What follows belongs to an exercise in optimizing a design on an open flow for small area, a short achievable clock period and few clock cycles per item; a production flow would make more cautious choices.
At most, simulation tests tie the RTL to the original design; equivalence was not proved.
No functional check of the RTL was part of runs 5 and 6.
Power figures rest on the tool's default switching activity, not on a simulated workload.

$ cat flow/standard.sh
#!/bin/bash
# synth_recipe.tcl (not shown) runs the flow's synth.tcl, then flattens the netlist and writes it again
# the make line also repeats each setting of config.mk as NAME=value (left out here)
make -C /OpenROAD-flow-scripts/flow DESIGN_CONFIG=/design/flow/config.mk WORK_HOME=/design/flow/orfs CLKGATE_MAP_FILE= SYNTH_SCRIPT=/design/flow/synth_recipe.tcl "${@:-finish}"
$ cat flow/flow/run.sh
#!/bin/bash
# The standard layout (the standard.sh), with sky130_fd_sc_hd__buf_1 as
# the buffer that buffer_ports puts on every input and output port.
set -o pipefail
export BUFFER_PORTS_ARGS="-buffer_cell sky130_fd_sc_hd__buf_1"
bash standard.sh 2>&1 | tee standard.log
$ cat flow/design.v
module top(
    input clk,
    input rst_n,
    input start,
    input Clr,
    output [191:0] C,
    output done,
    output [31:0] mem_address,
    output mem_read,
    input [63:0] mem_readdata,
    input mem_readdatavalid,
    input mem_waitrequest
);
    logic       run;        
    logic       rd_q;       
    logic [3:0] addr;       
    logic       have_b;     
    logic       done_q;
    logic       l_full;     
    logic       r_busy;     
    logic [1:0] r_cnt;      
    logic [2:0] rotcnt;     
    logic       a_v, a_first, a_last;   
    logic       b_last;     
    logic       u_acc0, u_acc1, u_rs;   
    wire accept = rd_q & ~mem_waitrequest;
    wire row_v  = mem_readdatavalid & have_b;
    wire b_v    = mem_readdatavalid & ~have_b;
    wire r_end  = r_busy & (r_cnt == 2'd3);
    wire r_take_l  = r_end & l_full;
    wire r_take_rd = row_v & (~r_busy | (r_end & ~l_full));
    wire l_load    = row_v & ~r_take_rd;
    wire rot    = b_last;
    logic [3:0] addr_n;
    logic       l_full_n;
    always_comb begin
        addr_n = accept ? addr + 4'd1 : addr;
        l_full_n = l_load | (l_full & ~r_take_l);
    end
    always_ff @(posedge clk, negedge rst_n) begin
        if (!rst_n) begin
            run <= 1'b0;
            rd_q <= 1'b0;
            addr <= 4'd0;
            have_b <= 1'b0;
            done_q <= 1'b0;
            l_full <= 1'b0;
            r_busy <= 1'b0;
            r_cnt <= 2'd0;
            rotcnt <= 3'd0;
            a_v <= 1'b0;
            a_first <= 1'b0;
            a_last <= 1'b0;
            b_last <= 1'b0;
            u_acc0 <= 1'b0;
            u_acc1 <= 1'b0;
            u_rs <= 1'b0;
        end else begin
            if (start) begin
                run <= 1'b1;
                rd_q <= 1'b1;
                addr <= 4'd0;
                have_b <= 1'b0;
                done_q <= 1'b0;
                rotcnt <= 3'd0;
            end else begin
                addr <= addr_n;
                if (!run) done_q <= 1'b1;
                rd_q <= run & (addr_n != 4'd9)
                      & (~l_full_n | (r_busy & (r_cnt == 2'd2) & ~r_take_rd));
                if (b_v) have_b <= 1'b1;
                if (rot) begin
                    rotcnt <= rotcnt + 3'd1;
                    if (rotcnt == 3'd7) begin
                        done_q <= 1'b1;
                        run <= 1'b0;
                    end
                end
            end
            l_full <= l_full_n;
            if (r_take_rd | r_take_l) begin
                r_busy <= 1'b1;
                r_cnt <= 2'd0;
            end else if (r_busy) begin
                r_cnt <= r_cnt + 2'd1;
                if (r_cnt == 2'd3) r_busy <= 1'b0;
            end
            a_v <= r_busy;
            a_first <= r_busy & (r_cnt == 2'd0);
            a_last <= r_end;
            b_last <= a_v & a_last;
            u_acc0 <= (r_busy & (r_cnt == 2'd0)) & ~(a_v & a_last);
            u_acc1 <= (r_busy & (r_cnt == 2'd0)) & (a_v & a_last);
            u_rs <= ~(r_busy & (r_cnt == 2'd0));
        end
    end
    assign mem_read = rd_q;
    assign mem_address = {28'd0, addr};
    assign done = done_q;
    logic [63:0] L, R, bv;
    logic [9:0]  t3a, t3b;      
    always_ff @(posedge clk) begin
        if (l_load) L <= mem_readdata;
        if (r_take_rd) R <= mem_readdata;
        else if (r_take_l) R <= L;
        else R <= {16'd0, R[63:16]};
        if (b_v) bv <= mem_readdata;
        else if (r_busy) bv <= {bv[15:0], bv[63:16]};
    end
    wire [15:0] b_next = r_busy ? bv[31:16] : bv[15:0];
    always_ff @(posedge clk) begin
        t3a <= {2'b00, b_next[7:0]} + {1'b0, b_next[7:0], 1'b0};
        t3b <= {2'b00, b_next[15:8]} + {1'b0, b_next[15:8], 1'b0};
    end
    function automatic [9:0] pick(input [1:0] d, input [7:0] bb, input [9:0] bb3);
        case (d)
            2'd0: pick = 10'd0;
            2'd1: pick = {2'b00, bb};
            2'd2: pick = {1'b0, bb, 1'b0};
            default: pick = bb3;
        endcase
    endfunction
    wire [16:0] r0 = {7'd0, pick(R[1:0],   bv[7:0],  t3a)};
    wire [16:0] r1 = {5'd0, pick(R[3:2],   bv[7:0],  t3a), 2'd0};
    wire [16:0] r2 = {3'd0, pick(R[5:4],   bv[7:0],  t3a), 4'd0};
    wire [16:0] r3 = {1'd0, pick(R[7:6],   bv[7:0],  t3a), 6'd0};
    wire [16:0] r4 = {7'd0, pick(R[9:8],   bv[15:8], t3b)};
    wire [16:0] r5 = {5'd0, pick(R[11:10], bv[15:8], t3b), 2'd0};
    wire [16:0] r6 = {3'd0, pick(R[13:12], bv[15:8], t3b), 4'd0};
    wire [16:0] r7 = {1'd0, pick(R[15:14], bv[15:8], t3b), 6'd0};
    function automatic [47:0] csa(input [23:0] x, input [23:0] y, input [23:0] z);
        csa = {x ^ y ^ z, (x[22:0] & y[22:0]) | (x[22:0] & z[22:0]) | (y[22:0] & z[22:0]), 1'b0};
    endfunction
    logic [23:0] q0, q1, q2, q3;
    wire  [23:0] s1, c1, s2, c2;
    assign {s1, c1} = csa({7'd0, r0}, {7'd0, r1}, {7'd0, r2});
    assign {s2, c2} = csa({7'd0, r4}, {7'd0, r5}, {7'd0, r6});
    always_ff @(posedge clk) begin
        {q0, q1} <= csa(s1, c1, {7'd0, r3});
        {q2, q3} <= csa(s2, c2, {7'd0, r7});
    end
    logic [7:0][23:0] acc;
    logic [23:0] rs_s, rs_c;
    wire  [23:0] u_s = ({24{u_acc0}} & acc[0]) | ({24{u_acc1}} & acc[1]) | ({24{u_rs}} & rs_s);
    wire  [23:0] u_c = {24{u_rs}} & rs_c;
    wire  [23:0] s3, c3, s4, c4, s5, c5;
    assign {s3, c3} = csa(q0, q1, q2);
    assign {s4, c4} = csa(s3, c3, q3);
    assign {s5, c5} = csa(s4, c4, u_c);
    always_ff @(posedge clk) {rs_s, rs_c} <= csa(s5, c5, u_s);
    wire clr = Clr | ~rst_n;
    wire [23:0] sum = rs_s + rs_c;
    always_ff @(posedge clk) begin
        if (clr) begin
            for (int i = 0; i < 8; i++) acc[i] <= 24'd0;
        end else if (rot) begin
            for (int i = 0; i < 7; i++) acc[i] <= acc[i+1];
            acc[7] <= sum;
        end
    end
    assign C = acc;
endmodule
$ cat flow/constraint.sdc
create_clock -name core_clock -period 6.0 [get_ports {clk}]
set_input_delay 1.2000 -clock core_clock [delete_from_list [all_inputs] [get_ports {clk}]]
set_output_delay 1.2000 -clock core_clock [all_outputs]
set_load 0.01 [all_outputs]
$ cat flow/config.mk
export PLATFORM = sky130hd
export DESIGN_NAME = top
export DESIGN_NICKNAME = top
export VERILOG_FILES = /design/flow/design.v
export SDC_FILE = /design/flow/constraint.sdc
export NUM_CORES = 4
export LEC_CHECK = 0
export CAP_MARGIN = 20
export CORE_MARGIN = 2
export CORE_UTILIZATION = 40
export CTS_CLUSTER_DIAMETER = 100
export CTS_CLUSTER_SIZE = 30
export SETUP_SLACK_MARGIN = 3.8
export SLEW_MARGIN = 20
==> results of run 1 <==
## registers in the layout, indices dropped and copies added, names as in the netlist, 3 cells and up
| signal | flops |
|---|---|
| L | 64 |
| R | 64 |
| acc | 192 |
| addr | 4 |
| bv | 64 |
| q0 | 16 |
| q1 | 11 |
| q2 | 16 |
| q3 | 11 |
| rotcnt | 3 |
| rs_c | 23 |
| rs_s | 24 |
| t3a | 10 |
| t3b | 10 |
## layout make-up
class,count,area [sq um],area share [%]
clock inverter,11,168,0.547
timing repair buffer,566,4910,16.0
clock buffer,28,616,2.01
inverter,103,387,1.26
multi-input combinational,1258,11300,36.9
tap,765,957,3.13
sequential,526,12300,40.1
## Yosys cell counts (all sizes together), types with 4 or more instances
cell type    n  area share, %
dfxtp      377             32
mux2i      245             10
nor2       210            3.5
mux2       137            6.6
edfxtp     128             16
inv        103            1.6
clkbuf     100            1.6
nand2       98            1.6
fa          83            7.1
ha          79            4.2
o21ai       78            1.7
a22o        68            2.5
buf         55            1.4
a21oi       32           0.73
nor2b       31           0.83
a222oi      23           0.98
dfrtp       21            2.2
xnor2       18           0.67
and2        17           0.46
xor2        14           0.52
and3        12           0.32
nand3       12           0.30
nand2b       8           0.21
a21o         7           0.22
a31oi        6           0.22
o22ai        6           0.16
a22oi        5           0.16
o21bai       4           0.13
## per-layer routing
metal,vias to the layer above,global-route usage [%]
met5,-,0
met2,410,32.9
met4,4,4.45
met1,8031,25.2
li1,7829,-
met3,76,2.66
## stage by stage
step	power [W]	std cells	utilization [%]	hold slack, ns
2_1_floorplan	0.00883	2039	-	0.369
3_3_place_gp	0.00985	2927	43.7	0.439
3_5_place_dp	0.0100	2927	43.7	0.444
4_1_cts	0.0126	3216	51.8	0.471
5_1_grt	0.0139	3257	52.9	0.485
6_report	0.0129	3257	52.9	0.467
## power by group through the flow
stage	Combinational [W]	Sequential [W]	Clock (W)
6_report	0.00573	0.00513	0.00201
5_1_grt	0.00645	0.00522	0.00219
4_1_cts	0.00541	0.00513	0.00208
3_5_place_dp	0.00473	0.00528	0
3_3_place_gp	0.00460	0.00526	0
2_1_floorplan	0.00400	0.00483	0
## worst min path at each step
stage / from / cells past startpoint / end
after floorplan: r_busy / 0 / a_v
after global placement: L[57] / 1 / R[57]
after detailed placement: L[56] / 1 / R[56]
after CTS: L[56] / 1 / R[56]
after global routing: L[48] / 1 / R[48]
final: L[56] / 1 / R[56]
## cells by family (layout without fill, tap and decap cells)
logic type | after synthesis | after routing | synth area share, %
DFF | 526 | 526 | 50.7
and+or+nand+nor | 399 | 402 | 7.45
muxes | 382 | 382 | 17.0
buffers and inverters | 258 | 708 | 4.69
AOI/OAI and AO/OA | 252 | 252 | 7.65
adders and majority gates | 162 | 162 | 11.3
xor gates and xnor gates | 32 | 32 | 1.19
other | 1 | 28 | 0.0160
## what timing repair did
item                                    4_1_cts  5_1_grt
gates cloned                                  5        1
hold endpoints to repair                      0        0
buffers inserted                            245       40
pin swaps                                    29       25
endpoints found under the setup margin      614      404
resized for setup                           711       81
==> qor.yml, run 1 <==
outcome: "complete, no violations"
place_congestion: 0.859
path_cells: "ha_4 > inv_2 > fa_2 > nor2b_4 > o31a_1 > o311ai_4 > a2111o_1 > a31oi_4 > nor4_1 > a221o_1"
wl_met1_mm: 26.2
report.final.slew_viol_count: 0
p_leak_nw: 12.6
pin_count: 296
drcViolationCount: 0
ant_nets: 0
layout_common_cells: "278 x buf_4, 244 x mux2i_1, 206 x nor2_1"
setup_viol_count_final: 0
required_ns: 6.50
final_net_count: 2711
ys.flop_type: "dfxtp_1"
worstSkewPairLatency_ns: 0.59
synth_edf_count: 128
r2r_cells: 10
initial_core_util_pct: 40.6
cp.buffers_inverters: 1
stdcell_area_sq_mm: 0.0306
areaGrowthSynthToFinish_pct: 30.3
worst-path-stages: 10
vias: 16400
crit_end: "acc[191]"
die_area_sq_mm: 0.0607
critical-path-top-delay-family: "compound AO/OA/AOI/OAI gates"
rows: 88
start_kind: "register"
critPathMaxStageDelay_ns: 0.47
worst_pin_slew_ns: 0.984
r2r-end: "acc[191]"
power.share.switching_pct: 36.2
antenna_found_initial: 2
grt_pass1_vias: 16400
fin_crit_ns: 2.47
synthArstFlopShare_pct: 3.99
final.setup.tns_ns: 0
slew_headroom_pct: 34.4
power_frac_seq_pct: 39.9
cts_tree: "done"
hold_viol_final: 0
syn_inst: 2012
drive_above_1_share_pct: 39.8
cts_made_buffers: 24
cts.sinks: 526
p_sw_w: 0.00466
cp.arrival_ns: 2.97
dr.pass1.iters: 6
r2r_slack_ns: 3.53
fmax_mhz: 404
yosys_warnings: 1
hold_buffers: 0
portBuffers: 267
wirelength_mm: 60.1
r2r-start: "rs_s[1]"
wl_per_cell_microns: 18.5
cp_max_fo: 2
path_class: "register to register"
rsz0062_at_grt: "true"
crit_start: "rs_s[1]"
antenna_cells: 0
met3WireLength_mm: 2.76
p_clk_share_pct: 15.6
fin_ws_ns: 3.53
p_per_area_mw_per_mm2: 420
cap_violations: 0
internal_power_w: 0.00821
irDropWorstVdd_v: 0.000245
track_usage_pct: 19.0
cts.reportedPaths.clkPinSlew_ns: 0.11
placed_area_sq_mm: 0.0253
core_sq_mm: 0.0579
pwr-share-comb_pct: 44.5
dp_slack_ns: 2.38
die_h_microns: 246
fill_cells: 4923
grt_max_degree: 124
fin_skew_ns: 0.0311
cts_buffer_depth: 3
slowest_stage: "a2111o_1"
die_x_microns: 246
synth-seq-cells: 526
min_path_type: "register to register"
hpwl_mm: 38.6
end_kind: "register"
highest_layer: "met5"
clockRootBuffer: "clkbuf_16"
grt_pass1_wl_mm: 92.1
syn_area_sq_mm: 0.0235
htree_levels: 1
dr_wl_met2_mm: 29.7
postSynthAreaPerCell_sq_um: 11.7
final_common_cell: "buf_4"
vias_per_cell: 5.02
dr.first_iter.drc_count: 972
yosysUniqueCellTypes: 64
period_share_pct: 41.2
ys_seq_area_share_pct: 50.7
overflow: 0
Testbench counts, summed over its fixed seeds: cycles 11,161, items 192.
==> run 2: changes to the inputs <==
--- a/flow/config.mk
+++ b/flow/config.mk
@@ -7,2 +7,3 @@
 export LEC_CHECK = 0
+export ABC_AREA = 1
 export CAP_MARGIN = 20
@@ -12,3 +13,3 @@
 export CTS_CLUSTER_SIZE = 30
-export SETUP_SLACK_MARGIN = 3.8
+export SETUP_SLACK_MARGIN = 3.5
 export SLEW_MARGIN = 20
==> qor.yml, run 2 <==
synthMuxAreaShare_pct: 2.09
worstSkewPairLatency_ns: 0.60
hold_viol_final: 0
syn_area_sq_mm: 0.0237
required_ns: 4.80
synth-seq-cells: 526
wl_per_cell_microns: 18.3
final_net_count: 3101
portBuffers: 267
grt_pass1_vias: 17800
cp.buffers_inverters: 1
die_x_microns: 247
irDropWorstVdd_v: 0.000238
min_path_type: "register to register"
areaGrowthSynthToFinish_pct: 10.4
slew_headroom_pct: 24.6
hpwl_mm: 49.4
period_share_pct: 41.0
start_kind: "register"
pin_count: 296
yosysTopAreaCell: "dfxtp_1"
fmax_mhz: 406
fin_skew_ns: 0.0209
vias_per_cell: 5.04
dr.pass1.iters: 6
p_leak_nw: 10.6
fin_ws_ns: 3.54
synth_top_area_share_pct: 31.9
hold_buffers: 0
vias: 18500
synth_top_family_by_area: "simple AND/OR/NAND/NOR gates"
synth.top_cells.by_count: "749 x nand2_1, 377 x dfxtp_1, 257 x inv_1"
track_usage_pct: 21.3
yosys_warnings: 1
worst_pin_slew_ns: 1.13
drcViolationCount: 0
end_kind: "output port"
die_area_sq_mm: 0.0612
whs_ns: 0.464
overflow: 0
synth_xor_xnor_area_share_pct: 0.961
grt_pass1_wl_mm: 103
postSynthAreaPerCell_sq_um: 8.84
ys.flop_type: "dfxtp_1"
syn_inst: 2680
fin_crit_ns: 2.46
largest_reg_flops: 192
dr.first_iter.drc_count: 1308
path_cells: "buf_1"
wirelength_mm: 67.1
critPathMaxStageDelay_ns: 0.48
grt_max_degree: 114
final_common_cell: "nand2_1"
initial_core_util_pct: 40.3
outcome: "complete, no violations"
rsz0062_at_grt: "true"
layout_common_cells: "746 x nand2_1, 358 x dfxtp_1, 255 x inv_1"
cts.reportedPaths.clkPinSlew_ns: 0.11
yosysUniqueCellTypes: 39
largest-register: "acc"
antenna_found_initial: 0
drive_above_1_share_pct: 5.61
synth_edf_count: 128
placed_area_sq_mm: 0.0252
cp_max_fo: 3
synthAdderAreaFrac_pct: 11.2
htree_levels: 1
cts_made_buffers: 24
slowest_stage: "dfxtp_1"
cts.sinks: 526
stdcell_area_sq_mm: 0.0262
report.final.slew_viol_count: 0
ys_seq_area_share_pct: 50.3
final.setup.tns_ns: 0
cp.arrival_ns: 1.26
ant_nets: 0
setup_viol_count_final: 0
synthSimpleGateAreaFrac_pct: 18.3
synthArstFlopShare_pct: 3.99
place_congestion: 0.888
die_h_microns: 247
yosysMostFrequentCell: "nand2_1"
cts_tree: "done"
p_per_area_mw_per_mm2: 452
synth_top_cells_by_area: "dfxtp_1 32%, edfxtp_1 16%, nand2_1 12%"
critical-path-top-delay-family: "flip-flops"
synth_compound_area_share_pct: 9.86
cts_buffer_depth: 3
core_sq_mm: 0.0588
path_class: "register to output port"
cap_violations: 0
dp_slack_ns: 2.75
antenna_cells: 0
rows: 89
clockRootBuffer: "clkbuf_16"
## run 2: timing repair
action / 4_1_cts / 5_1_grt
pin swaps: 1 / 1
buffers inserted: 1 / 5
setup endpoints to repair: 184 / 225
gates resized for setup: 29 / 23
cloned: 1 / 0
## run 2: area by class of cell
class                           instances  area (sq um)
Fill cell                            5803         32600
Sequential cell                       526         11900
Multi-Input combinational cell       1768         10200
Timing Repair Buffer                  287          1210
Inverter                              262           997
Tap cell                              773           967
Clock buffer                           30           644
Clock inverter                         13           155
## run 2: power breakdown
part,leakage (nW),internal [W],total [W],switching [W]
logic,5.65,0.00171,0.00478,0.00308
registers,4.58,0.00449,0.00499,0.000497
clock network,0.381,0.000856,0.00205,0.00120
## run 2: logic make-up after synthesis
kind of cell	after synthesis
AO/OA/AOI/OAI	416
XOR/XNOR	26
adder cells (fa/ha/maj)	162
buffers and inverters	414
flip-flops	526
multiplexers	44
other	1
AND/OR/NAND/NOR	1091
## run 2: per-stage QoR
stage	utilization [%]	power, W	std cells
after floorplan	-	0.00835	2707
after detailed placement	42.8	0.00979	3609
after global placement	42.8	0.00966	3609
after CTS	44.3	0.0119	3654
final	44.5	0.0118	3659
after global routing	44.5	0.0128	3659
## run 2: layer usage
metal  up-vias  routed length, microns  global-route usage [%]
met2       446                   34000                    38.5
li1       9036                       -                       -
met5         -                       0                       0
met4         0                    1230                    4.54
met1      8911                   28800                    27.4
met3        65                    3010                    2.45
## run 2: final timing paths
check	start	endpoint	cells after the start	slack (ns)
min	R[43]	R[27]	2	0.46
max in group asynchronous	rst_n	b_last	2	5.13
max	acc[147]	C[147]	1	3.54
max reg2reg	q0[14]	rs_s[14]	6	3.54
min reg2reg	R[43]	R[27]	2	0.46
min in group asynchronous	rst_n	u_acc1	2	0.58
==> run 3: changes to the inputs <==
--- a/flow/config.mk
+++ b/flow/config.mk
@@ -7,3 +7,2 @@
 export LEC_CHECK = 0
-export ABC_AREA = 1
 export CAP_MARGIN = 20
==> qor.yml, run 3 <==
grt_max_degree: 69
wl_per_cell_microns: 17.9
path_cells: "ha_2 > inv_2 > fa_2 > nor2b_2 > o31a_1 > o311ai_4 > a2111o_1 > a31oi_4 > nor4_1 > a221o_1"
place_congestion: 0.856
dr.first_iter.drc_count: 941
die_area_sq_mm: 0.0607
worst_pin_slew_ns: 1.05
yosysMostFrequentCell: "dfxtp_1"
report.final.slew_viol_count: 0
vias: 15000
synth_top_family_by_area: "multiplexers"
period_share_pct: 41.5
cts.reportedPaths.clkPinSlew_ns: 0.11
postSynthAreaPerCell_sq_um: 11.7
rsz0062_at_grt: "true"
p_per_area_mw_per_mm2: 459
die_x_microns: 246
synthArstFlopShare_pct: 3.99
largest_reg_flops: 192
min_path_type: "register to register"
synthAdderAreaFrac_pct: 11.3
cp.arrival_ns: 2.98
synthMuxAreaShare_pct: 17.0
syn_inst: 2012
pin_count: 296
required_ns: 6.49
synth_compound_area_share_pct: 7.65
synth_xor_xnor_area_share_pct: 1.19
drive_above_1_share_pct: 11.9
antenna_found_initial: 0
yosysTopAreaCell: "dfxtp_1"
irDropWorstVdd_v: 0.000265
dp_slack_ns: 2.32
worstSkewPairLatency_ns: 0.59
cts.sinks: 526
initial_core_util_pct: 40.6
hold_viol_final: 0
end_kind: "register"
outcome: "complete, no violations"
hpwl_mm: 38.1
critPathMaxStageDelay_ns: 0.46
final_net_count: 2448
synth_top_cells_by_area: "dfxtp_1 32%, edfxtp_1 16%, mux2i_1 10%"
layout_common_cells: "366 x dfxtp_1, 264 x buf_1, 245 x mux2i_1"
fin_skew_ns: 0.0214
cts_buffer_depth: 3
whs_ns: 0.468
cap_violations: 0
slowest_stage: "a2111o_1"
ys_seq_area_share_pct: 50.7
die_h_microns: 246
areaGrowthSynthToFinish_pct: 11.5
htree_levels: 1
final.setup.tns_ns: 0
grt_pass1_vias: 15000
ys.flop_type: "dfxtp_1"
p_leak_nw: 9.88
cp.buffers_inverters: 1
fill_cells: 5428
synth.top_cells.by_count: "377 x dfxtp_1, 245 x mux2i_1, 208 x nor2_1"
synth-seq-cells: 526
portBuffers: 267
ant_nets: 0
syn_area_sq_mm: 0.0235
core_sq_mm: 0.0579
dpl.cell_count: 2929
stdcell_count: 2995
synthSimpleGateAreaFrac_pct: 7.45
slew_headroom_pct: 30.1
drcViolationCount: 0
start_kind: "register"
critical-path-top-delay-family: "compound AO/OA/AOI/OAI gates"
dr.pass1.iters: 6
vias_per_cell: 5.02
rows: 88
cp_max_fo: 2
cts_tree: "done"
fin_ws_ns: 3.51
final_common_cell: "dfxtp_1"
yosys_warnings: 1
synth_edf_count: 128
synth_top_area_share_pct: 32.1
clockRootBuffer: "clkbuf_16"
cts_made_buffers: 24
track_usage_pct: 17.1
wirelength_mm: 53.5
largest-register: "acc"
setup_viol_count_final: 0
grt_pass1_wl_mm: 83.6
fin_crit_ns: 2.49
antenna_cells: 0
yosysUniqueCellTypes: 64
overflow: 0
fmax_mhz: 401
path_class: "register to register"
## run 3: cell types whose count changed in the layout (fill, tap and decap cells not counted), moves of 22 or more
cell / before / now
nor2_1: 181 / 207
o22ai_1: 30 / 6
nand2_1: 746 / 96
o21ai_0: 50 / 27
inv_1: 255 / 102
o21ai_1: 0 / 50
nand3_1: 140 / 10
mux2i_1: 0 / 245
mux2_2: 44 / 134
a31oi_1: 49 / 4
a222oi_1: 0 / 23
nor2b_1: 0 / 22
a21oi_1: 245 / 28
a22o_1: 0 / 68
## run 3: final timing paths
path | slack (ns) | from | cells past startpoint | to
max reg2reg | 3.51 | rs_c[1] | 10 | acc[191]
min in group asynchronous | 0.49 | rst_n | 1 | u_acc0
min reg2reg | 0.47 | L[56] | 1 | R[56]
max in group asynchronous | 4.92 | rst_n | 2 | b_last
max | 3.51 | rs_c[1] | 10 | acc[191]
min | 0.47 | L[56] | 1 | R[56]
## run 3: repair_timing
action	4_1_cts	5_1_grt
hold buffers	0	0
gates resized for setup	21	26
cloned	7	0
setup buffers	10	9
endpoints found under the setup margin	253	125
pin swaps	9	8
## run 3: through the flow
stage | total power [W] | area [sq um] | utilization [%]
floorplan | 0.00863 | 23700 | -
global placement | 0.00968 | 25000 | 43.2
detailed placement | 0.00982 | 25000 | 43.2
CTS | 0.0120 | 26100 | 45.0
global route | 0.0129 | 26200 | 45.2
finish | 0.0120 | 26200 | 45.2
## run 3: report_power, final
| part | total [W] | switching (W) | internal [W] | leakage (nW) |
|---|---|---|---|---|
| registers | 0.00514 | 0.000626 | 0.00451 | 4.58 |
| clock network | 0.00206 | 0.00116 | 0.000892 | 0.393 |
| logic | 0.00482 | 0.00256 | 0.00226 | 4.91 |
| total | 0.0120 | 0.00435 | 0.00766 | 9.88 |
## run 3: worst reg2reg max path, cell delays in order, from the launching register on
cell and delay, ns:
dfxtp_2 0.35, ha_2 0.18, inv_2 0.04, fa_2 0.34, nor2b_2 0.15, o31a_1 0.22, o311ai_4 0.14, a2111o_1 0.46
a31oi_4 0.19, nor4_1 0.07, a221o_1 0.26
## run 3: final cells by class
type                            instances  area [sq um]  share of cell area [%]
Tap cell                              765           957                    3.65
Timing Repair Buffer                  300          1310                    4.98
Multi-Input combinational cell       1261         10800                    41.2
Sequential cell                       526         11900                    45.6
Inverter                              103           387                    1.48
Clock inverter                         11           178                   0.678
Clock buffer                           29           641                    2.45
## run 3: cell families (layout without fill, tap and decap cells)
family          after synthesis  in the layout
flops                       526            526
simple gates                399            405
mux                         382            382
buf+inv                     258            443
compound gates              252            252
fa+ha+maj                   162            162
xor+xnor                     32             32
other cells                   1             28
## run 3: routing by layer
metal,global-route usage [%],vias up,wire [microns]
met5,0,-,0
met4,3.53,0,960
met3,2.32,52,2410
met2,28.8,343,25300
met1,23.5,7326,24900
li1,-,7315,-
==> run 4: changes to the inputs <==
--- a/flow/config.mk
+++ b/flow/config.mk
@@ -10,4 +10,4 @@
 export CORE_UTILIZATION = 40
-export CTS_CLUSTER_DIAMETER = 100
-export CTS_CLUSTER_SIZE = 30
+export CTS_CLUSTER_DIAMETER = 80
+export CTS_CLUSTER_SIZE = 25
 export SETUP_SLACK_MARGIN = 3.5
==> qor.yml, run 4 <==
required_ns: 6.50
hpwl_mm: 38.1
areaGrowthSynthToFinish_pct: 12.3
grt_max_degree: 69
final_net_count: 2450
cp.arrival_ns: 3.01
yosysMostFrequentCell: "dfxtp_1"
synth.top_cells.by_count: "377 x dfxtp_1, 245 x mux2i_1, 208 x nor2_1"
antenna_found_initial: 0
portBuffers: 267
hp-start: "L[51]"
cap_violations: 0
ys_seq_area_share_pct: 50.7
path_class: "register to register"
worst_pin_slew_ns: 1.04
min_path_type: "register to register"
fmax_mhz: 398
final.setup.tns_ns: 0
place_congestion: 0.856
fin_ws_ns: 3.49
antenna_cells: 0
period_share_pct: 41.8
yosys_warnings: 1
fin_skew_ns: 0.0199
report.final.slew_viol_count: 0
setup_viol_count_final: 0
wl_per_cell_microns: 17.8
p_per_area_mw_per_mm2: 466
cts.reportedPaths.clkPinSlew_ns: 0.09
dp_slack_ns: 2.32
yosysUniqueCellTypes: 64
die_area_sq_mm: 0.0607
end_kind: "register"
syn_area_sq_mm: 0.0235
yosysTopAreaCell: "dfxtp_1"
die_x_microns: 246
clockRootBuffer: "clkbuf_16"
cp_max_fo: 2
overflow: 0
irDropWorstVdd_v: 0.000304
drive_above_1_share_pct: 12.4
core_sq_mm: 0.0579
cts_made_buffers: 30
hold_viol_final: 0
synth_top_area_share_pct: 32.1
outcome: "complete, no violations"
cts_tree: "done"
dr.pass1.iters: 9
r2r_slack_ns: 3.49
track_usage_pct: 17.0
fill_cells: 5416
r2r-start: "rs_c[1]"
synthArstFlopShare_pct: 3.99
vias: 15200
vias_per_cell: 5.05
worstHoldEndpoint: "R[51]"
layout_common_cells: "365 x dfxtp_1, 263 x buf_1, 245 x mux2i_1"
drcViolationCount: 0
stdcell_area_sq_mm: 0.0264
rsz0062_at_grt: "true"
grt_pass1_vias: 15000
pin_count: 296
hold_buffers: 0
final_common_cell: "dfxtp_1"
cts_buffer_depth: 3
die_h_microns: 246
cts.sinks: 526
slew_headroom_pct: 30.4
fin_crit_ns: 2.51
rows: 88
dpl.cell_count: 2929
worstSkewPairLatency_ns: 0.61
grt_pass1_wl_mm: 83.3
largest-register: "acc"
stdcell_count: 3004
ys.flop_type: "dfxtp_1"
largest_reg_flops: 192
r2r_cells: 10
wirelength_mm: 53.5
hold_depth: 1
postSynthAreaPerCell_sq_um: 11.7
p_leak_nw: 9.97
synth_edf_count: 128
synth-seq-cells: 526
synth_top_cells_by_area: "dfxtp_1 32%, edfxtp_1 16%, mux2i_1 10%"
htree_levels: 1
initial_core_util_pct: 40.6
syn_inst: 2012
placed_area_sq_mm: 0.0250
r2r-end: "acc[191]"
start_kind: "register"
dr.first_iter.drc_count: 876
ant_nets: 0
-- run 4: area by class of cell --
type | instances | area [sq um] | area share, %
Tap cell | 765 | 957 | 3.63
Clock buffer | 38 | 812 | 3.08
Clock inverter | 15 | 223 | 0.844
Timing Repair Buffer | 296 | 1270 | 4.80
Inverter | 103 | 387 | 1.46
Sequential cell | 526 | 11900 | 45.2
Multi-Input combinational cell | 1261 | 10800 | 41.0
-- run 4: kinds of logic after synthesis --
group | synth area share, %
DFF | 50.7
and+or+nand+nor | 7.45
muxes | 17.0
buffers and inverters | 4.69
AOI/OAI and AO/OA | 7.65
adders and majority gates | 11.3
xor gates and xnor gates | 1.19
other | 0.0160
-- run 4: worst max path at each step --
stage / from / end / cells after the start
after detailed placement: mem_readdatavalid / bv[36] / 4
after floorplan: mem_readdatavalid / L[0] / 2
final: rs_c[1] / acc[191] / 10
after global placement: mem_readdatavalid / bv[52] / 4
after CTS: mem_readdatavalid / L[35] / 4
after global routing: rs_s[1] / acc[191] / 10
-- run 4: timing repair --
item / CTS / global route
setup endpoints to repair: 245 / 159
cloned: 5 / 2
setup buffers: 9 / 6
gates resized for setup: 22 / 27
pin swaps: 9 / 8
-- run 4: layer usage --
layer | vias up | wire, microns | GRT usage [%]
met5 | - | 0 | 0
met4 | 0 | 1140 | 3.51
met3 | 64 | 2730 | 2.65
met2 | 390 | 24800 | 28.2
met1 | 7380 | 24800 | 23.6
li1 | 7336 | - | -
-- run 4: per-stage QoR --
step                hold WS [ns]  total power (W)  utilization (%)
finish                     0.465           0.0123             45.6
global route               0.465           0.0132             45.6
CTS                        0.460           0.0123             45.3
detailed placement         0.441          0.00982             43.2
global placement           0.440          0.00968             43.2
floorplan                  0.369          0.00863                -
-- run 4: power by group --
part,switching (W),internal (W),total (W)
Clock,0.00126,0.00110,0.00236
Combinational,0.00254,0.00224,0.00478
Sequential,0.000639,0.00451,0.00515
-- run 4: critical path: stages, from the launching register on --
cell	delay, ns
dfxtp_2	0.37
ha_4	0.13
inv_1	0.05
fa_2	0.37
nor2b_2	0.15
o31a_1	0.22
o311ai_4	0.14
a2111o_1	0.46
a31oi_4	0.20
nor4_2	0.06
a221o_1	0.26
==> run 5: changes to the inputs <==
--- a/flow/design.v
+++ b/flow/design.v
@@ -29,8 +29,8 @@
     wire r_end  = r_busy & (r_cnt == 2'd3);
-    wire r_take_l  = r_end & l_full;
-    wire r_take_rd = row_v & (~r_busy | (r_end & ~l_full));
-    wire l_load    = row_v & ~r_take_rd;
+    wire r_take_l  = l_full & (~r_busy | r_end);
+    wire l_load    = row_v;
     wire rot    = b_last;
     logic [3:0] addr_n;
-    logic       l_full_n;
+    logic       l_full_n, r_busy_n;
+    logic [1:0] r_cnt_n;
     always_comb begin
@@ -38,2 +38,9 @@
         l_full_n = l_load | (l_full & ~r_take_l);
+        if (r_take_l) begin
+            r_busy_n = 1'b1;
+            r_cnt_n = 2'd0;
+        end else begin
+            r_busy_n = r_busy & ~r_end;
+            r_cnt_n = r_cnt + {1'b0, r_busy};
+        end
     end
@@ -68,4 +75,3 @@
                 if (!run) done_q <= 1'b1;
-                rd_q <= run & (addr_n != 4'd9)
-                      & (~l_full_n | (r_busy & (r_cnt == 2'd2) & ~r_take_rd));
+                rd_q <= run & (addr_n != 4'd9) & (~l_full_n | ~r_busy_n | r_cnt_n[1]);
                 if (b_v) have_b <= 1'b1;
@@ -80,9 +86,4 @@
             l_full <= l_full_n;
-            if (r_take_rd | r_take_l) begin
-                r_busy <= 1'b1;
-                r_cnt <= 2'd0;
-            end else if (r_busy) begin
-                r_cnt <= r_cnt + 2'd1;
-                if (r_cnt == 2'd3) r_busy <= 1'b0;
-            end
+            r_busy <= r_busy_n;
+            r_cnt <= r_cnt_n;
             a_v <= r_busy;
@@ -103,4 +104,3 @@
         if (l_load) L <= mem_readdata;
-        if (r_take_rd) R <= mem_readdata;
-        else if (r_take_l) R <= L;
+        if (r_take_l) R <= L;
         else R <= {16'd0, R[63:16]};
--- a/flow/config.mk
+++ b/flow/config.mk
@@ -10,4 +10,4 @@
 export CORE_UTILIZATION = 40
-export CTS_CLUSTER_DIAMETER = 80
-export CTS_CLUSTER_SIZE = 25
+export CTS_CLUSTER_DIAMETER = 100
+export CTS_CLUSTER_SIZE = 30
 export SETUP_SLACK_MARGIN = 3.5
==> qor.yml, run 5 <==
setup_viol_count_final: 0
final_net_count: 2432
worst_pin_slew_ns: 1.08
rows: 87
grt_pass1_vias: 14400
clockRootBuffer: "clkbuf_16"
rsz0062_at_grt: "true"
cts.sinks: 526
ys.flop_type: "dfxtp_1"
cts_made_buffers: 24
ys_seq_area_share_pct: 51.7
internal_power_w: 0.00737
synth_top_cells_by_area: "dfxtp_1 33%, edfxtp_1 17%, mux2i_1 8.5%"
stdcell_area_sq_mm: 0.0256
dr.first_iter.drc_count: 739
critPathMaxStageDelay_ns: 0.53
slew_headroom_pct: 28.1
areaGrowthSynthToFinish_pct: 10.9
largest_reg_flops: 192
postSynthAreaPerCell_sq_um: 11.5
synth_edf_count: 128
cp.buffers_inverters: 2
p_clk_share_pct: 17.0
slowest_stage: "fa_1"
drcViolationCount: 0
grt_pass1_wl_mm: 79.7
hold_viol_final: 0
synthAdderAreaFrac_pct: 11.4
cts.reportedPaths.clkPinSlew_ns: 0.11
hpwl_mm: 36.1
cp_max_fo: 1
yosys_warnings: 1
path_class: "register to register"
syn_area_sq_mm: 0.0230
worstSkewPairLatency_ns: 0.60
hold_buffers: 0
outcome: "complete, no violations"
synth.top_cells.by_count: "377 x dfxtp_1, 209 x nor2_1, 195 x mux2i_1"
p_per_area_mw_per_mm2: 455
synth_top_family_by_area: "multiplexers"
die_area_sq_mm: 0.0596
pwr-share-comb_pct: 38.9
core_sq_mm: 0.0567
largest-register: "acc"
synth_top_area_share_pct: 32.7
place_congestion: 0.847
track_usage_pct: 16.4
cp.arrival_ns: 2.93
final.setup.tns_ns: 0
vias_per_cell: 4.93
start_kind: "register"
overflow: 0
grt_max_degree: 67
fmax_mhz: 409
layout_common_cells: "364 x dfxtp_1, 262 x buf_1, 208 x nor2_1"
wirelength_mm: 50.6
die_h_microns: 244
pin_count: 296
cts_tree: "done"
end_kind: "register"
htree_levels: 1
wl_per_cell_microns: 17.0
report.final.slew_viol_count: 0
fin_skew_ns: 0.0267
p_sw_w: 0.00425
power.total_w: 0.0116
fin_ws_ns: 3.55
cts_buffer_depth: 3
p_leak_nw: 10.0
initial_core_util_pct: 40.6
die_x_microns: 244
whs_ns: 0.430
synth_xor_xnor_area_share_pct: 1.14
yosysUniqueCellTypes: 59
min_path_type: "register to register"
yosysTopAreaCell: "dfxtp_1"
ant_nets: 0
synth-seq-cells: 526
synthSimpleGateAreaFrac_pct: 9.68
synthMuxAreaShare_pct: 15.3
antenna_found_initial: 0
drive_above_1_share_pct: 10.0
synth_compound_area_share_pct: 6.16
power.share.switching_pct: 36.5
fin_crit_ns: 2.45
power_frac_seq_pct: 44.2
placed_area_sq_mm: 0.0245
irDropWorstVdd_v: 0.000219
critical-path-top-delay-family: "adder cells"
syn_inst: 2005
timing.critical_path.mode_cell: "fa_1"
period_share_pct: 40.8
vias: 14700
required_ns: 6.49
yosysMostFrequentCell: "dfxtp_1"
dp_slack_ns: 2.32
path_cells: "fa_1 > inv_1 > fa_1 > fa_1 > inv_1 > fa_1"
final_common_cell: "dfxtp_1"
dr.pass1.iters: 6
portBuffers: 267
cap_violations: 0
synthArstFlopShare_pct: 3.99
[run 5: changes by cell type after synthesis, sizes merged, moves of 7 or more]
cell	delta
a21o	+8
a21oi	-7
a22o	-16
and2	+18
buf	+8
clkbuf	-16
mux2i	-50
nand2	+94
o21ai	-53
[run 5: what timing repair did]
item                                    4_1_cts  5_1_grt
cloned                                        2        2
endpoints found under the setup margin       82      154
pin swaps                                     3        7
buffers inserted                              4        4
gates resized for setup                      26       28
[run 5: worst paths after layout]
| check | from | endpoint | slack, ns | depth (start not counted) |
|---|---|---|---|---|
| setup / recovery | q0[5] | rs_s[5] | 3.55 | 6 |
| hold / removal | R[34] | R[18] | 0.43 | 2 |
| setup reg to reg | q0[5] | rs_s[5] | 3.55 | 6 |
| hold reg to reg | R[34] | R[18] | 0.43 | 2 |
| max in group asynchronous | rst_n | b_last | 5.12 | 2 |
| min in group asynchronous | rst_n | addr[2] | 0.60 | 2 |
[run 5: cell families (layout without fill, tap and decap cells)]
group	count (synthesis)	count (layout)
buffers and inverters	249	428
and+or+nand+nor	519	522
DFF	526	526
AOI/OAI and AO/OA	186	186
xor gates and xnor gates	30	30
other	1	29
adders and majority gates	160	160
muxes	334	334
[run 5: layout make-up]
type	count	area [sq um]
sequential	526	11900
antenna	1	2.50
timing repair buffer	288	1210
clock inverter	9	146
clock buffer	29	619
tap	756	946
multi-input combinational	1260	10300
inverter	102	387
fill	5368	31200
[run 5: per-layer routing]
metal	vias to the layer above	part of all wire, %	global-route usage [%]
met3	54	4.7	2.07
met5	-	0	0
li1	7171	-	-
met2	378	45	26.6
met4	0	2.0	3.62
met1	7058	48	23.4
[run 5: tightest hold or removal path: cells and delay by family (launching register included)]
family	cells	cell delay, ns
DFF	1	0.31
and+or+nand+nor	2	0.09
[run 5: through the flow]
| step | util, % | cells |
|---|---|---|
| after floorplan | - | 2032 |
| after global placement | 43.3 | 2920 |
| after detailed placement | 43.3 | 2920 |
| after CTS | 44.9 | 2964 |
| after global routing | 45.1 | 2970 |
| final | 45.1 | 2971 |
[run 5: power by group through the flow]
| stage | clock (W) | combinational, W | sequential, W |
|---|---|---|---|
| 4_1_cts | 0.00205 | 0.00453 | 0.00513 |
| 2_1_floorplan | 0 | 0.00366 | 0.00479 |
| 3_5_place_dp | 0 | 0.00439 | 0.00524 |
| 5_1_grt | 0.00217 | 0.00518 | 0.00522 |
| 3_3_place_gp | 0 | 0.00428 | 0.00522 |
| 6_report | 0.00197 | 0.00452 | 0.00513 |
==> run 6: changes to the inputs <==
--- a/flow/config.mk
+++ b/flow/config.mk
@@ -7,2 +7,3 @@
 export LEC_CHECK = 0
+export ABC_AREA = 1
 export CAP_MARGIN = 20
==> qor.yml, run 6 <==
postSynthAreaPerCell_sq_um: 9.36
worst_pin_slew_ns: 1.04
vias: 17100
syn_area_sq_mm: 0.0232
overflow: 0
end_kind: "output port"
cp_max_fo: 3
stdcell_count: 3477
fill_cells: 5690
min_path_type: "register to register"
slowest_stage: "dfxtp_1"
final.setup.tns_ns: 0
largest_reg_flops: 192
cts_made_buffers: 26
whs_ns: 0.465
synth-seq-cells: 526
areaGrowthSynthToFinish_pct: 11.5
ys.flop_type: "dfxtp_1"
cts.reportedPaths.clkPinSlew_ns: 0.11
die_area_sq_mm: 0.0599
report.final.slew_viol_count: 0
rows: 88
dpl.cell_count: 3422
yosys_warnings: 1
yosysUniqueCellTypes: 39
fin_skew_ns: 0.0485
cp.buffers_inverters: 1
ys_seq_area_share_pct: 51.4
pin_count: 296
wl_per_cell_microns: 17.6
final_common_cell: "nand2_1"
p_per_area_mw_per_mm2: 454
vias_per_cell: 4.91
antenna_found_initial: 0
synth_top_area_share_pct: 32.5
pwr-share-comb_pct: 39.6
path_cells: "buf_1"
clockRootBuffer: "clkbuf_16"
dr.first_iter.drc_count: 1208
layout_common_cells: "665 x nand2_1, 351 x dfxtp_1, 263 x inv_1"
r2r_slack_ns: 3.53
cts_tree: "done"
power.share.switching_pct: 39.4
path_class: "register to output port"
synth_edf_count: 128
p_clk_share_pct: 18.4
p_leak_nw: 10.7
fin_crit_ns: 2.47
final_net_count: 2924
portBuffers: 267
period_share_pct: 41.2
htree_levels: 1
die_x_microns: 245
outcome: "complete, no violations"
synthArstFlopShare_pct: 3.99
cp.arrival_ns: 1.27
core_sq_mm: 0.0575
wirelength_mm: 61.3
grt_max_degree: 147
hpwl_mm: 45.6
dr.pass1.iters: 5
cap_violations: 0
drcViolationCount: 0
power.total_w: 0.0117
rsz0062_at_grt: "true"
critPathMaxStageDelay_ns: 0.49
track_usage_pct: 20.0
setup_viol_count_final: 0
hold_viol_final: 0
internal_power_w: 0.00712
syn_inst: 2479
irDropWorstVdd_v: 0.000239
largest-register: "acc"
die_h_microns: 245
place_congestion: 0.940
grt_pass1_vias: 16700
initial_core_util_pct: 40.4
drive_above_1_share_pct: 8.00
cts_buffer_depth: 3
slew_headroom_pct: 30.5
yosysMostFrequentCell: "nand2_1"
required_ns: 4.80
synth.top_cells.by_count: "668 x nand2_1, 377 x dfxtp_1, 269 x inv_1"
worstSkewPairLatency_ns: 0.60
power_frac_seq_pct: 42.1
start_kind: "register"
synth_top_cells_by_area: "dfxtp_1 33%, edfxtp_1 17%, nand2_1 11%"
ant_nets: 0
critical-path-top-delay-family: "flip-flops"
cts.sinks: 526
fmax_mhz: 405
grt_pass1_wl_mm: 94.3
yosysTopAreaCell: "dfxtp_1"
p_sw_w: 0.00463
antenna_cells: 0
==> run 6: cell types whose count changed in the layout (fill, tap and decap cells not counted), moves of 31 or more <==
cell	previous run	this run
a21oi_1	18	249
mux2_2	114	65
nor2_1	208	142
nand3_1	9	70
nand2_1	190	665
mux2_4	1	32
mux2i_1	195	0
and2_1	35	0
o21ai_0	9	49
inv_1	101	263
a22o_1	52	0
==> run 6: cells by family after synthesis <==
logic type | Yosys count | share of synthesized area [%]
buffers and inverters | 400 | 7.22
adder cells (fa/ha/maj) | 160 | 11.3
AO/OA/AOI/OAI | 368 | 8.70
multiplexers | 97 | 5.23
XOR/XNOR | 28 | 1.06
flip-flops | 526 | 51.4
AND/OR/NAND/NOR | 899 | 15.1
other | 1 | 0.0162
==> run 6: layout make-up <==
| cell class | count | area, sq um | share of cell area, % |
|---|---|---|---|
| flip-flops and latches | 526 | 12000 | 46.2 |
| multi-input cells | 1580 | 9770 | 37.8 |
| repair buffers | 287 | 1210 | 4.67 |
| inverters | 273 | 1070 | 4.13 |
| well taps | 765 | 957 | 3.70 |
| clock buffers | 33 | 698 | 2.70 |
| clock inverters | 13 | 204 | 0.788 |
==> run 6: layer usage <==
layer  track usage [%]  routed length [microns]
met3              2.03                     2610
met2              34.2                    29800
met5                 0                        0
met1              26.7                    27100
met4              5.92                     1880
==> run 6: path summary, 6_finish.rpt <==
| kind | start | to | cells past startpoint |
|---|---|---|---|
| setup / recovery | acc[102] | C[102] | 1 |
| hold / removal | R[47] | R[31] | 1 |
| setup reg to reg | q0[13] | rs_s[13] | 6 |
| hold reg to reg | R[47] | R[31] | 1 |
| max in group asynchronous | rst_n | rotcnt[1] | 2 |
| min in group asynchronous | rst_n | run | 2 |
==> run 6: power groups by stage <==
stage	Clock (W)	Sequential [W]	Combinational [W]
floorplan	0	0.00480	0.00343
global placement	0	0.00503	0.00447
detailed placement	0	0.00503	0.00457
CTS	0.00223	0.00496	0.00462
global route	0.00234	0.00502	0.00536
finish	0.00216	0.00494	0.00465
==> run 6: stage by stage <==
step / area [sq um] / worst slack [ns] / util, %
2_1_floorplan: 23300 / 3.46 / -
3_3_place_gp: 24800 / 2.63 / 43.1
3_5_place_dp: 24800 / 2.56 / 43.1
4_1_cts: 25700 / 3.50 / 44.8
5_1_grt: 25900 / 3.45 / 45.0
6_report: 25900 / 3.53 / 45.0
==> run 6: timing repair <==
action | 4_1_cts | 5_1_grt
endpoints found under the setup margin | 149 | 149
hold buffers | 0 | 0
buffers inserted | 1 | 8
resized for setup | 38 | 28
==> run 7: changes to the inputs <==
--- a/flow/design.v
+++ b/flow/design.v
@@ -18,2 +18,3 @@
     logic       done_q;
+    logic       spec;       
     logic       l_full;     
@@ -26,4 +27,4 @@
     wire accept = rd_q & ~mem_waitrequest;
-    wire row_v  = mem_readdatavalid & have_b;
-    wire b_v    = mem_readdatavalid & ~have_b;
+    wire row_v  = mem_readdatavalid & have_b & ~spec;
+    wire b_v    = mem_readdatavalid & ~have_b & ~spec;
     wire r_end  = r_busy & (r_cnt == 2'd3);
@@ -53,2 +54,3 @@
             done_q <= 1'b0;
+            spec <= 1'b0;
             l_full <= 1'b0;
@@ -68,3 +70,3 @@
                 rd_q <= 1'b1;
-                addr <= 4'd0;
+                addr <= accept ? 4'd1 : 4'd0;
                 have_b <= 1'b0;
@@ -72,6 +74,13 @@
                 rotcnt <= 3'd0;
+            end else if (!run) begin
+                if (!done_q) begin
+                    done_q <= 1'b1;
+                    rd_q <= 1'b1;
+                    addr <= 4'd0;
+                end else if (accept) begin
+                    rd_q <= 1'b0;
+                end
             end else begin
                 addr <= addr_n;
-                if (!run) done_q <= 1'b1;
-                rd_q <= run & (addr_n != 4'd9) & (~l_full_n | ~r_busy_n | r_cnt_n[1]);
+                rd_q <= (addr_n != 4'd9) & (~l_full_n | ~r_busy_n | r_cnt_n[1]);
                 if (b_v) have_b <= 1'b1;
@@ -82,2 +91,4 @@
                         run <= 1'b0;
+                        rd_q <= 1'b1;
+                        addr <= 4'd0;
                     end
@@ -85,2 +96,4 @@
             end
+            if (accept & ~run & ~start) spec <= 1'b1;
+            else if (mem_readdatavalid) spec <= 1'b0;
             l_full <= l_full_n;
--- a/flow/config.mk
+++ b/flow/config.mk
@@ -7,3 +7,2 @@
 export LEC_CHECK = 0
-export ABC_AREA = 1
 export CAP_MARGIN = 20
@@ -13,3 +12,3 @@
 export CTS_CLUSTER_SIZE = 30
-export SETUP_SLACK_MARGIN = 3.5
+export SETUP_SLACK_MARGIN = 3.6
 export SLEW_MARGIN = 20
==> qor.yml, run 7 <==
slew_headroom_pct: 32.7
synthSimpleGateAreaFrac_pct: 9.68
largest_reg_flops: 192
fill_cells: 5414
irDropWorstVdd_v: 0.000269
cts.reportedPaths.clkPinSlew_ns: 0.11
final_common_cell: "dfxtp_1"
die_x_microns: 245
yosysMostFrequentCell: "dfxtp_1"
worstSkewPairLatency_ns: 0.58
drive_above_1_share_pct: 18.6
synth.top_cells.by_count: "377 x dfxtp_1, 207 x nor2_1, 195 x mux2i_1"
die_area_sq_mm: 0.0598
drcViolationCount: 0
worst_pin_slew_ns: 1.01
power.total_w: 0.0119
wl_per_cell_microns: 17.6
cts.sinks: 527
antenna_cells: 0
pin_count: 296
synthArstFlopShare_pct: 4.17
core_sq_mm: 0.0575
dr.first_iter.drc_count: 890
end_kind: "register"
vias: 14800
critPathMaxStageDelay_ns: 0.55
cap_violations: 0
track_usage_pct: 16.9
ant_nets: 0
path_class: "register to register"
cp.arrival_ns: 2.92
syn_inst: 2008
period_share_pct: 41.0
rows: 88
setup_viol_count_final: 0
areaGrowthSynthToFinish_pct: 12.6
antenna_found_initial: 0
synth_compound_area_share_pct: 6.42
slowest_stage: "fa_1"
fmax_mhz: 406
start_kind: "register"
dr.pass1.iters: 6
grt_pass1_wl_mm: 81.3
yosys_warnings: 1
yosysUniqueCellTypes: 61
syn_area_sq_mm: 0.0231
clockRootBuffer: "clkbuf_16"
final_net_count: 2447
hpwl_mm: 36.1
synth_xor_xnor_area_share_pct: 1.25
die_h_microns: 245
cts_made_buffers: 23
cts_buffer_depth: 3
gr-max-usage-layer: "met2"
fin_skew_ns: 0.0376
yosysTopAreaCell: "dfxtp_1"
vias_per_cell: 4.95
synth-seq-cells: 527
path_cells: "fa_1 > inv_2 > fa_2 > fa_1 > inv_1 > fa_1"
synthAdderAreaFrac_pct: 11.3
overflow: 0
report.final.slew_viol_count: 0
grt_util_met1_pct: 24.3
cp_max_fo: 1
timing.critical_path.mode_cell: "fa_1"
place_congestion: 0.855
min_path_type: "register to register"
fin_crit_ns: 2.46
portBuffers: 267
gr-usage-met2_pct: 27.0
synth_top_cells_by_area: "dfxtp_1 33%, edfxtp_1 17%, mux2i_1 8.4%"
p_leak_nw: 10.3
postSynthAreaPerCell_sq_um: 11.5
synth_top_family_by_area: "multiplexers"
ys_seq_area_share_pct: 51.6
synth_edf_count: 128
grt_pass1_vias: 14300
grt_max_degree: 78
wirelength_mm: 52.7
p_per_area_mw_per_mm2: 456
synth_top_area_share_pct: 32.6
outcome: "complete, no violations"
required_ns: 6.46
largest-register: "acc"
final.setup.tns_ns: 0
hold_buffers: 0
rsz0062_at_grt: "true"
synthMuxAreaShare_pct: 15.1
initial_core_util_pct: 40.3
htree_levels: 1
stdcell_count: 2992
use_met3_pct: 2.15
dpl.cell_count: 2927
ys.flop_type: "dfxtp_1"
hold_viol_final: 0
layout_common_cells: "292 x dfxtp_1, 208 x buf_1, 206 x nor2_1"
cts_tree: "done"
## run 7: changes by cell type after synthesis, sizes merged, moves of 23 or more
cell and delta:
a21oi -218, nor2b +30, mux2i +195, o22ai -24, mux2 +40, a222oi +23, a22o +52, and2 +32
nand2 -477, nand3 -63, nor2 +63, clkbuf +27, inv -177
## run 7: timing repair
action                     CTS  global route
setup endpoints to repair  273           243
cloned                       3             3
buffers inserted            15             9
pin swaps                    8            23
gates resized for setup     96           113
## run 7: cells by family after synthesis
kind of cell | count (synthesis)
other | 1
adders and majority gates | 160
AOI/OAI and AO/OA | 195
xor gates and xnor gates | 33
muxes | 332
buffers and inverters | 245
DFF | 527
and+or+nand+nor | 515
## run 7: worst max-delay path: cells and delay by family, from the launching register on
kind       cells  cell delay (ns)
fa+ha+maj      4             1.89
flops          1             0.36
buf+inv        2             0.12
## run 7: metal layers
metal	up-vias	routed length, microns
met5	-	0
met4	0	1270
met3	67	2590
met2	413	23600
met1	7124	25200
li1	7193	-
## run 7: where the power goes
group | internal (W) | switching, W | leakage, nW
clock | 0.000741 | 0.00110 | 0.331
combinational | 0.00230 | 0.00254 | 5.36
sequential | 0.00451 | 0.000700 | 4.63
## run 7: stage by stage
step	utilization (%)	hold WS, ns	instance area (sq um)	setup WS [ns]
floorplan	-	0.399	23400	3.27
global placement	42.9	0.405	24700	2.78
detailed placement	42.9	0.405	24700	2.75
CTS	44.7	0.408	25700	3.54
global route	45.4	0.438	26100	3.47
finish	45.4	0.413	26100	3.54
## run 7: area by class of cell
cell class | instances | area [sq um] | area share [%]
sequential | 527 | 12100 | 46.3
timing repair buffer | 304 | 1470 | 5.65
clock buffer | 29 | 598 | 2.29
multi-input combinational | 1266 | 10500 | 40.4
clock inverter | 6 | 85.1 | 0.326
tap | 765 | 957 | 3.67
inverter | 95 | 360 | 1.38
## run 7: path summary, 6_finish.rpt
check | to | from | depth (start not counted) | slack (ns)
max | rs_s[14] | q0[14] | 6 | 3.54
min | R[44] | R[60] | 2 | 0.41
max reg2reg | rs_s[14] | q0[14] | 6 | 3.54
min reg2reg | R[44] | R[60] | 2 | 0.41
max in group asynchronous | b_last | rst_n | 2 | 5.05
min in group asynchronous | addr[3] | rst_n | 2 | 0.62
Testbench counts of run 7, summed over its fixed seeds: cycles 11,161, items 192.
==> run 8: changes to the inputs <==
--- a/flow/config.mk
+++ b/flow/config.mk
@@ -7,2 +7,3 @@
 export LEC_CHECK = 0
+export ABC_AREA = 1
 export CAP_MARGIN = 20
@@ -12,3 +13,3 @@
 export CTS_CLUSTER_SIZE = 30
-export SETUP_SLACK_MARGIN = 3.6
+export SETUP_SLACK_MARGIN = 3.5
 export SLEW_MARGIN = 20
==> qor.yml, run 8 <==
dr.first_iter.drc_count: 1056
final_net_count: 2946
wirelength_mm: 61.9
cp.arrival_ns: 1.27
initial_core_util_pct: 40.4
antenna_found_initial: 0
fill_cells: 5682
die_area_sq_mm: 0.0602
fin_crit_ns: 2.47
synth.top_cells.by_count: "670 x nand2_1, 377 x dfxtp_1, 282 x inv_1"
synth_top_area_share_pct: 32.4
drive_above_1_share_pct: 6.44
drcViolationCount: 0
slowest_stage: "dfxtp_1"
cap_violations: 0
power.total_w: 0.0118
path_cells: "buf_1"
grt_max_degree: 148
fin_skew_ns: 0.0233
wl_per_cell_microns: 17.7
areaGrowthSynthToFinish_pct: 10.6
die_h_microns: 245
yosysUniqueCellTypes: 37
final_common_cell: "nand2_1"
ant_nets: 0
min_path_type: "register to register"
outcome: "complete, no violations"
syn_inst: 2512
dr.pass1.iters: 5
worstSkewPairLatency_ns: 0.59
antenna_cells: 0
fmax_mhz: 404
rsz0062_at_grt: "true"
yosys_warnings: 1
cts_buffer_depth: 3
core_sq_mm: 0.0577
cp.buffers_inverters: 1
rows: 88
cp_max_fo: 4
cts.sinks: 527
hold_viol_final: 0
report.final.slew_viol_count: 0
cts_tree: "done"
hpwl_mm: 46.6
synth_edf_count: 128
clockRootBuffer: "clkbuf_16"
grt_pass1_wl_mm: 95.9
syn_area_sq_mm: 0.0233
yosysMostFrequentCell: "nand2_1"
largest-register: "acc"
vias: 17100
place_congestion: 0.919
die_x_microns: 245
cts.reportedPaths.clkPinSlew_ns: 0.11
cts_made_buffers: 24
setup_viol_count_final: 0
p_per_area_mw_per_mm2: 456
ys.flop_type: "dfxtp_1"
hold_buffers: 0
worst_pin_slew_ns: 1.03
irDropWorstVdd_v: 0.000270
final.setup.tns_ns: 0
largest_reg_flops: 192
end_kind: "output port"
critPathMaxStageDelay_ns: 0.50
portBuffers: 267
overflow: 0
synth_top_cells_by_area: "dfxtp_1 32%, edfxtp_1 16%, nand2_1 11%"
path_class: "register to output port"
slew_headroom_pct: 31.4
layout_common_cells: "668 x nand2_1, 363 x dfxtp_1, 279 x inv_1"
start_kind: "register"
ys_seq_area_share_pct: 51.2
period_share_pct: 41.2
p_leak_nw: 10.7
pin_count: 296
required_ns: 4.80
synthArstFlopShare_pct: 4.17
grt_pass1_vias: 16700
track_usage_pct: 20.2
synth-seq-cells: 527
htree_levels: 1
yosysTopAreaCell: "dfxtp_1"
postSynthAreaPerCell_sq_um: 9.28
critical-path-top-delay-family: "flip-flops"
vias_per_cell: 4.88
==> run 8: logic make-up (layout without fill, tap and decap cells) <==
family,count (synthesis),in the layout,synth area share [%]
other,1,28,0.0161
AO/OA/AOI/OAI,381,381,8.98
AND/OR/NAND/NOR,910,910,15.2
buffers and inverters,415,607,7.41
adder cells (fa/ha/maj),160,160,11.3
XOR/XNOR,26,26,0.977
multiplexers,92,92,4.98
flip-flops,527,527,51.2
==> run 8: area by class of cell <==
| class | count | area, sq um | share of cell area (%) |
|---|---|---|---|
| Sequential cell | 527 | 12000 | 46.4 |
| Clock inverter | 9 | 131 | 0.510 |
| Clock buffer | 32 | 652 | 2.53 |
| Timing Repair Buffer | 280 | 1160 | 4.51 |
| Tap cell | 765 | 957 | 3.71 |
| Multi-Input combinational cell | 1597 | 9810 | 38.0 |
| Inverter | 286 | 1110 | 4.29 |
==> run 8: through the flow <==
step	utilization (%)	worst slack (ns)	hold WS, ns	instance area [sq um]	std cells
finish	44.7	3.53	0.450	25800	3496
global placement	43.1	2.61	0.438	24900	3452
floorplan	-	3.38	0.375	23400	2539
detailed placement	43.1	2.54	0.439	24900	3453
CTS	44.6	3.50	0.458	25700	3494
global route	44.7	3.45	0.470	25800	3496
==> run 8: routing by layer <==
layer  part of all wire [%]  track usage [%]  vias up
li1                       -                -     8442
met5                      0                0        -
met4                    3.0             5.60        0
met2                     49             35.2      366
met3                    4.1             2.17       74
met1                     44             26.6     8194
==> run 8: final timing paths <==
path                            slack (ns)  depth (start not counted)    start       to
min in group asynchronous             0.55                          2    rst_n   a_last
worst max-delay path                  3.53                          1  acc[33]    C[33]
max in group asynchronous             5.24                          2    rst_n   b_last
worst max register to register        3.55                          6    q0[5]  rs_s[5]
worst min-delay path                  0.45                          1    R[16]     R[0]
worst min register to register        0.45                          1    R[16]     R[0]
==> run 8: power breakdown <==
part           switching [W]  internal, W
Combinational        0.00294      0.00179
Clock                0.00120     0.000814
Sequential          0.000518      0.00450
Total                0.00466      0.00711
==> run 8: timing repair <==
item,CTS,global route
endpoints found under the setup margin,139,145
gates resized for setup,16,25
buffers inserted,0,2
==> run 9: changes to the inputs <==
--- a/flow/config.mk
+++ b/flow/config.mk
@@ -7,3 +7,2 @@
 export LEC_CHECK = 0
-export ABC_AREA = 1
 export CAP_MARGIN = 20
==> qor.yml, run 9 <==
path_class: "register to register"
wirelength_mm: 51.9
vias: 14800
rsz0062_at_grt: "true"
slew_headroom_pct: 33.7
required_ns: 6.47
cts.sinks: 527
die_h_microns: 245
drive_above_1_share_pct: 12.1
initial_core_util_pct: 40.3
portBuffers: 267
track_usage_pct: 16.9
drcViolationCount: 0
layout_common_cells: "361 x dfxtp_1, 266 x buf_1, 206 x nor2_1"
hpwl_mm: 36.8
die_x_microns: 245
syn_inst: 2008
p_per_area_mw_per_mm2: 460
r2r_cells: 6
grt_pass1_vias: 14500
cap_violations: 0
cts_made_buffers: 24
r2r-end: "rs_s[14]"
p_leak_nw: 10.1
syn_area_sq_mm: 0.0231
synth_top_area_share_pct: 32.6
fill_cells: 5444
dr.first_iter.drc_count: 1015
cp_max_fo: 1
cts_tree: "done"
grt_max_degree: 75
setup_viol_count_final: 0
vias_per_cell: 4.95
fmax_mhz: 400
synthArstFlopShare_pct: 4.17
critical-path-top-delay-family: "adder cells"
worst_pin_slew_ns: 0.995
slowest_stage: "fa_2"
core_sq_mm: 0.0575
die_area_sq_mm: 0.0598
period_share_pct: 41.7
place_congestion: 0.857
areaGrowthSynthToFinish_pct: 11.6
hp-start: "R[61]"
wl_per_cell_microns: 17.3
stdcell_area_sq_mm: 0.0258
stdcell_count: 2991
hold_viol_final: 0
r2r_slack_ns: 3.50
htree_levels: 1
r2r-start: "q0[14]"
ant_nets: 0
cts_buffer_depth: 3
fin_skew_ns: 0.0260
synth_top_cells_by_area: "dfxtp_1 33%, edfxtp_1 17%, mux2i_1 8.4%"
worstHoldEndpoint: "R[45]"
yosysMostFrequentCell: "dfxtp_1"
final.setup.tns_ns: 0
report.final.slew_viol_count: 0
synth_edf_count: 128
path_cells: "fa_2 > inv_1 > fa_2 > fa_1 > inv_1 > fa_1"
antenna_found_initial: 0
ys.flop_type: "dfxtp_1"
dr.pass1.iters: 8
largest-register: "acc"
antenna_cells: 0
worstSkewPairLatency_ns: 0.58
largest_reg_flops: 192
fin_crit_ns: 2.50
pin_count: 296
synth-seq-cells: 527
placed_area_sq_mm: 0.0246
overflow: 0
synth.top_cells.by_count: "377 x dfxtp_1, 207 x nor2_1, 195 x mux2i_1"
ys_seq_area_share_pct: 51.6
cp.buffers_inverters: 2
yosys_warnings: 1
final_net_count: 2442
outcome: "complete, no violations"
grt_pass1_wl_mm: 81.8
cts.reportedPaths.clkPinSlew_ns: 0.11
rows: 88
clockRootBuffer: "clkbuf_16"
cp.arrival_ns: 2.97
hold_depth: 2
postSynthAreaPerCell_sq_um: 11.5
start_kind: "register"
hold_buffers: 0
min_path_type: "register to register"
final_common_cell: "dfxtp_1"
critPathMaxStageDelay_ns: 0.55
yosysUniqueCellTypes: 61
end_kind: "register"
dpl.cell_count: 2929
irDropWorstVdd_v: 0.000268
yosysTopAreaCell: "dfxtp_1"
[run 9: cell types whose count changed after synthesis, moves of 39 or more]
cell,previous run,this run
a21oi_1,251,32
a22o_1,0,52
inv_1,282,95
mux2_2,59,137
mux2i_1,0,195
nand2_1,670,192
nand3_1,69,6
nor2_1,156,207
o21ai_0,56,17
[run 9: layout make-up]
type	count	area, sq um	area share (%)
clock inverters	7	123	0.475
multi-input cells	1264	10400	40.4
repair buffers	300	1310	5.08
flip-flops and latches	527	12000	46.4
clock buffers	33	676	2.62
well taps	765	957	3.71
inverters	95	360	1.40
[run 9: where the power goes]
group	total, W	internal [W]	switching, W
sequential	0.00517	0.00450	0.000661
clock	0.00200	0.000836	0.00117
combinational	0.00470	0.00221	0.00249
total	0.0119	0.00755	0.00432
[run 9: repair_timing]
item / in CTS / in global routing
cloned: 2 / 0
gates resized for setup: 16 / 36
pin swaps: 1 / 11
setup buffers: 3 / 16
setup endpoints to repair: 70 / 37
[run 9: worst min-delay path: stages (launching register included)]
cell	delay, ns
dfxtp_1	0.31
nand2_1	0.05
nand2_1	0.04
[run 9: metrics by stage]
| stage | total power [W] | setup WS, ns | hold slack [ns] | utilization, % |
|---|---|---|---|---|
| after floorplan | 0.00854 | 3.27 | 0.399 | - |
| after global placement | 0.00956 | 2.84 | 0.404 | 42.9 |
| after detailed placement | 0.00971 | 2.82 | 0.404 | 42.9 |
| after CTS | 0.0118 | 3.47 | 0.406 | 44.5 |
| after global routing | 0.0129 | 3.40 | 0.421 | 44.9 |
| final | 0.0119 | 3.50 | 0.408 | 44.9 |
[run 9: worst max-delay path by stage]
stage                                 start  endpoint  slack (ns)  depth (start not counted)
after floorplan           mem_readdatavalid      L[0]        3.27                          3
after global routing                 r_busy    t3b[9]        3.40                         11
after CTS                            r_busy    t3b[9]        3.47                         11
final                                q0[14]  rs_s[14]        3.50                          6
after global placement                rst_n  acc[170]        2.84                          5
after detailed placement              rst_n  acc[170]        2.82                          5
[run 9: metal layers]
layer / vias to the layer above / share of wire [%] / global-route usage (%)
met5: - / 0 / 0
met4: 0 / 1.8 / 3.60
met3: 54 / 4.2 / 2.03
met2: 352 / 46 / 27.3
met1: 7204 / 48 / 24.5
li1: 7184 / - / -
[run 9: logic make-up (layout without fill, tap and decap cells)]
kind of cell,after synthesis,in the layout,synth area share (%)
AOI/OAI and AO/OA,195,195,6.42
xor gates and xnor gates,33,33,1.25
adders and majority gates,160,160,11.3
buffers and inverters,245,435,4.57
DFF,527,527,51.6
muxes,332,332,15.1
other,1,28,0.0162
and+or+nand+nor,515,516,9.68

## separate check: timing with driven ports
Ports are ideal in the flow. The routed layouts listed here were re-timed in OpenROAD. Step 1 (the two cells are an assumption about what drives the block):
set clk [get_ports {clk}]
set_driving_cell -lib_cell sky130_fd_sc_hd__clkbuf_16 $clk
set_driving_cell -lib_cell sky130_fd_sc_hd__buf_2 [delete_from_list [all_inputs] $clk]
Step 2 times the ports against the registers' clock, not the clock port: input delays grow and output delays shrink by t, the midpoint of the rising clock arrivals with the driver on. Slacks: ideal ports / drivers / drivers and shift; pairs: ideal ports / drivers.
run	shift t [ns]	setup slack, ns	worst setup path at the end	worst data-port slew with drivers (ns)
run 1	0.644	3.527 / 3.527 / 3.292	input to register	0.07
run 2	0.646	3.540 / 3.481 / 3.080	input to register	0.12
run 3	0.637	3.507 / 3.494 / 3.021	input to register	0.06
run 4	0.655	3.489 / 3.489 / 2.938	input to register	0.07
run 5	0.640	3.554 / 3.506 / 3.029	input to register	0.07
run 6	0.644	3.529 / 3.464 / 3.035	input to register	0.07
run 7	0.611	3.538 / 3.538 / 3.128	input to register	0.09
run 8	0.641	3.527 / 3.466 / 3.078	input to register	0.06
run 9	0.628	3.500 / 3.499 / 3.058	input to register	0.10
After both steps every run listed still meets setup and hold. For run 4, which loses most, drivers alone change the setup slack by 0.000 ns; drivers and shift together by -0.551 ns.
